What follows belongs to an exercise in optimizing a design on an open flow for small area; a production flow would make more cautious choices.
Where RTL was checked, it was by simulation tests only, not by an equivalence proof against the original.
The clock input has no modelled driver; a real chip could not lean on it and would need a root buffer or a full tree.
Power is estimated from default activity; no workload was simulated.

== run 1 ==
Design top, start of the top module:
module top(
    input clk,
    input rst,
    input dht_data,
    output tx,
    output led_red,
    output led_green,
    output led_blue
);
Size: ~57 flip-flops, roughly 0.0023 mm^2 of cells after synthesis.
export LEC_CHECK = 0
export CAP_MARGIN = 20
export CORE_MARGIN = 2
export CORE_UTILIZATION = 40
export GPL_TIMING_DRIVEN = 0
export SLEW_MARGIN = 20
create_clock -name core_clock -period 20.0 [get_ports {clk}]
standard.sh (not shown) runs the stock make flow with config.mk's settings and CLKGATE_MAP_FILE= SYNTH_SCRIPT=/design/flow/synth_recipe.tcl, a recipe that flattens the netlist after the stock synthesis.
==> flow/flow/run.sh <==
#!/bin/bash
# Own layout flow: the standard flow (standard.sh) with three changes:
#  - synthesis maps with an area-oriented ABC script (flow/area.abc) instead
#    of ORFS's speed script, and leaves adders to ABC (no ADDER_MAP_FILE)
#    instead of mapping them to half/full adder cells first; everything else
#    in synthesis is the standard flow's;
#  - ports are buffered with the smallest buffer (buf_1);
#  - CTS builds a one-level clock tree (flow/clock_tree.tcl: two buf_12,
#    each driving the registers of one half of the core) in place of
#    TritonCTS's H-tree; the rest of ORFS's cts.tcl (hold repair etc.) runs.
# Each tool's output stays in orfs/logs/; make's output goes to flow.log.
set -euo pipefail
W=$(pwd)
# ORFS scripts, with cts.tcl calling flow/clock_tree.tcl
rm -rf "$W/scripts"; cp -r "$FLOW_HOME/scripts" "$W/scripts"
sed -i 's|^log_cmd clock_tree_synthesis {\*}\$cts_args$|source '"$W"'/flow/clock_tree.tcl|' "$W/scripts/cts.tcl"
grep -q "flow/clock_tree.tcl" "$W/scripts/cts.tcl"
sed -i 's|^  log_cmd abc {\*}\$abc_args$|  log_cmd abc -script '"$W"'/flow/area.abc {*}[lrange $abc_args 2 end]|' "$W/scripts/synth.tcl"
grep -q "flow/area.abc" "$W/scripts/synth.tcl"
sed -e 's|SYNTH_SCRIPT=[^ ]*|SYNTH_SCRIPT='"$W"'/synth_recipe.tcl SCRIPTS_DIR='"$W"'/scripts CLOCK_BUF=sky130_fd_sc_hd__buf_12 CLOCK_GROUPS=2 ADDER_MAP_FILE= "BUFFER_PORTS_ARGS=-buffer_cell sky130_fd_sc_hd__buf_1"|' \
    standard.sh > "$W/my_standard.sh"
grep -q "SCRIPTS_DIR=" "$W/my_standard.sh"
bash "$W/my_standard.sh" > "$W/flow.log" 2>&1
==> flow/flow/area.abc <==
strash
ifraig
scorr
dc2
strash
&get -n
&deepsyn -T 10
&dch
&nf -a
&put
Other scripts of this flow, unchanged in this note and not shown: flow/flow/clock_tree.tcl
Run 1: flow completed, timing, DRC and antenna clean
#### Input delta (run 2 over run 1)
==> flow/flow/area.abc <==
strash
ifraig
scorr
dc2
strash
&get -n
&deepsyn -T 10
&put
strash
dch -f
amap
topo
### Flow results
Taking run 1 as the reference point, the total non-filler cell area in the finished layout of run 2 falls by 2.7%.
Summary of the comparison: delay contributed by the slowest stage of the critical path is lower in run 2, relative to run 1.
Compared with run 1, run 2 shows a higher critical path depth in cells.
Here is what was changed in the inputs of run 3 compared with run 2.
==> flow/flow/area.abc <==
strash
ifraig
scorr
dc2
strash
&get -n
&deepsyn -T 10
&dch -f
&nf -a -R 1000
&put
## What came out
The final layout from run 3, which completed every stage, passed the timing, DRC and antenna checks at the end of the flow.
Run 3 vs run 2: overall routed net length up in run 3
Via count, run 2 and run 3, lower one = run 3.
Comparing critical path depth for run 2 and run 3, the bigger number came from run 2.
On run 3: switching power is about 2.6% higher than what run 2 gave.
Comparing the two runs side by side, run 3 comes out ahead of run 2 on global-route wire length before repair.
Run 3 has share of post-route cells with drive strength above 1 above what run 2 had.
Comparing run 2 and run 3, number of global-route vias before repair is higher on run 2.
Run comparison: run 3 start point of the critical path s_r[0]$_DFFE_PP0N_; run 2 start point of the critical path c[0]$_DFFE_PP0P_
Between run 2 and run 3, switching power share of the total is higher for run 3, run 2 comes in under that.
No run of this note takes its clock network from TritonCTS; it comes from the design's own scripts or RTL.

---

try-zinc:
top, a different RTL version from the one above (not shown whole).
Size in the first run: about 200 cells after synthesis, ~7 I/O pins, about 2500 µm² of cells after synthesis.
export LEC_CHECK = 0
export CAP_MARGIN = 20
export CORE_MARGIN = 2
export CORE_UTILIZATION = 40
export SLEW_MARGIN = 20
create_clock -name core_clock -period 20.0 [get_ports {clk}]
==> flow/flow/run.sh <==
#!/bin/bash
# Own layout flow: the standard flow (standard.sh) with three changes:
#  - synthesis maps with an area-oriented ABC script (flow/area.abc) instead
#    of ORFS's speed script; everything else in synthesis is the standard flow's;
#  - ports are buffered with the smallest buffer (buf_1);
#  - CTS builds a one-level clock tree (flow/clock_tree.tcl) in place of
#    TritonCTS's H-tree; the rest of ORFS's cts.tcl (hold repair etc.) runs.
# Each tool's output stays in orfs/logs/; make's output goes to flow.log.
set -euo pipefail
W=$(pwd)
# ORFS scripts, with cts.tcl calling flow/clock_tree.tcl
rm -rf "$W/scripts"; cp -r "$FLOW_HOME/scripts" "$W/scripts"
sed -i 's|^log_cmd clock_tree_synthesis {\*}\$cts_args$|source '"$W"'/flow/clock_tree.tcl|' "$W/scripts/cts.tcl"
grep -q "flow/clock_tree.tcl" "$W/scripts/cts.tcl"
sed -i 's|^  log_cmd abc {\*}\$abc_args$|  log_cmd abc -script '"$W"'/flow/area.abc {*}[lrange $abc_args 2 end]|' "$W/scripts/synth.tcl"
grep -q "flow/area.abc" "$W/scripts/synth.tcl"
sed -e 's|SYNTH_SCRIPT=[^ ]*|SYNTH_SCRIPT='"$W"'/synth_recipe.tcl SCRIPTS_DIR='"$W"'/scripts CLOCK_BUF=sky130_fd_sc_hd__clkbuf_8 CLOCK_GROUPS=4 "BUFFER_PORTS_ARGS=-buffer_cell sky130_fd_sc_hd__buf_1"|' \
    standard.sh > "$W/my_standard.sh"
grep -q "SCRIPTS_DIR=" "$W/my_standard.sh"
bash "$W/my_standard.sh" > "$W/flow.log" 2>&1
Other scripts of this flow, unchanged in this note and not shown: flow/flow/area.abc, flow/flow/clock_tree.tcl
try-zinc reached the final stage; the timing, DRC and antenna checks on its layout passed.
The following lists how try-raven was set up differently from try-zinc:
- swapping 20 for 0 in SLEW_MARGIN
- swapping 20 for 0 in CAP_MARGIN
- swapping 40 for 60 in CORE_UTILIZATION
- putting PLACE_DENSITY at 0.7 where nothing was set
Findings:
- Between try-zinc and try-raven, the cell count went down.
- Of try-raven and try-zinc, it is try-raven that has the higher part of the cycle the worst path needs.
- The vertical die dimension of try-raven is lower than that of try-zinc.
- Power: try-raven draws less than try-zinc
- Relative to try-zinc, placement-stage cell area has gone down in try-raven.
- try-raven vs try-zinc: sequential power share up in try-raven
- [diff] worst setup timing slack at the placement stage, try-raven relative to try-zinc: regression
- Summary of try-raven over try-zinc: clock insertion delay at the later pin of the skew report was more or less identical, minimum clock period went up by 0.039 ns, initial core utilization went up by 20 points.
[inputs] try-maple vs try-raven
- a deleted PLACE_DENSITY that had been 0.7
- an added GPL_TIMING_DRIVEN of 0
- a change of SLEW_MARGIN from 0 to 20
- a change of CORE_UTILIZATION from 60 to 40
- a change of CAP_MARGIN from 0 to 20
--- outcome ---
Setup WNS try-raven -> try-maple: better
Compared try-maple against try-raven; share of the cycle needed by the critical path after routing within noise.
Worst-case hold slack, try-maple and try-raven: smaller value in try-maple
Compared with try-raven, in try-maple power rose by 1.8 µW; global routing met1 resource utilization now sits lower.
No functional check of the RTL was part of any run of this note. No run of this note takes its clock network from TritonCTS; it comes from the design's own scripts or RTL.

static timing again, ports no longer ideal:
The results above use ideal ports. As a check the final layouts listed here were re-extracted and re-timed, cells and wires unchanged. Step 1 sets driving cells, clkbuf_16 on the clock port and buf_2 on the other inputs (assumed; they add their load-dependent delay and slew). Step 2 also shifts input and output timing later by t, the mid clock arrival at the registers, as if the neighbouring blocks saw the same clock. a / b / c = no drivers / after step 1 / after step 2; a / b = the first two.
| run | t (ns) | setup slack, ns | worst hold slack (ns) |
|---|---|---|---|
| run 1 | 0.185 | 14.379 / 14.329 / 14.515 | 0.379 / 0.379 / 0.379 |
| run 2 | 0.184 | 14.178 / 14.128 / 14.312 | 0.365 / 0.365 / 0.365 |
| run 3 | 0.186 | 14.252 / 14.201 / 14.387 | 0.376 / 0.376 / 0.376 |
| try-zinc | 0.202 | 13.951 / 13.894 / 14.096 | 0.378 / 0.378 / 0.378 |
| try-raven | 0.193 | 13.912 / 13.861 / 14.054 | 0.379 / 0.379 / 0.379 |
| try-maple | 0.201 | 13.918 / 13.864 / 14.065 | 0.369 / 0.369 / 0.369 |
After both steps setup and hold are still met in every run listed.
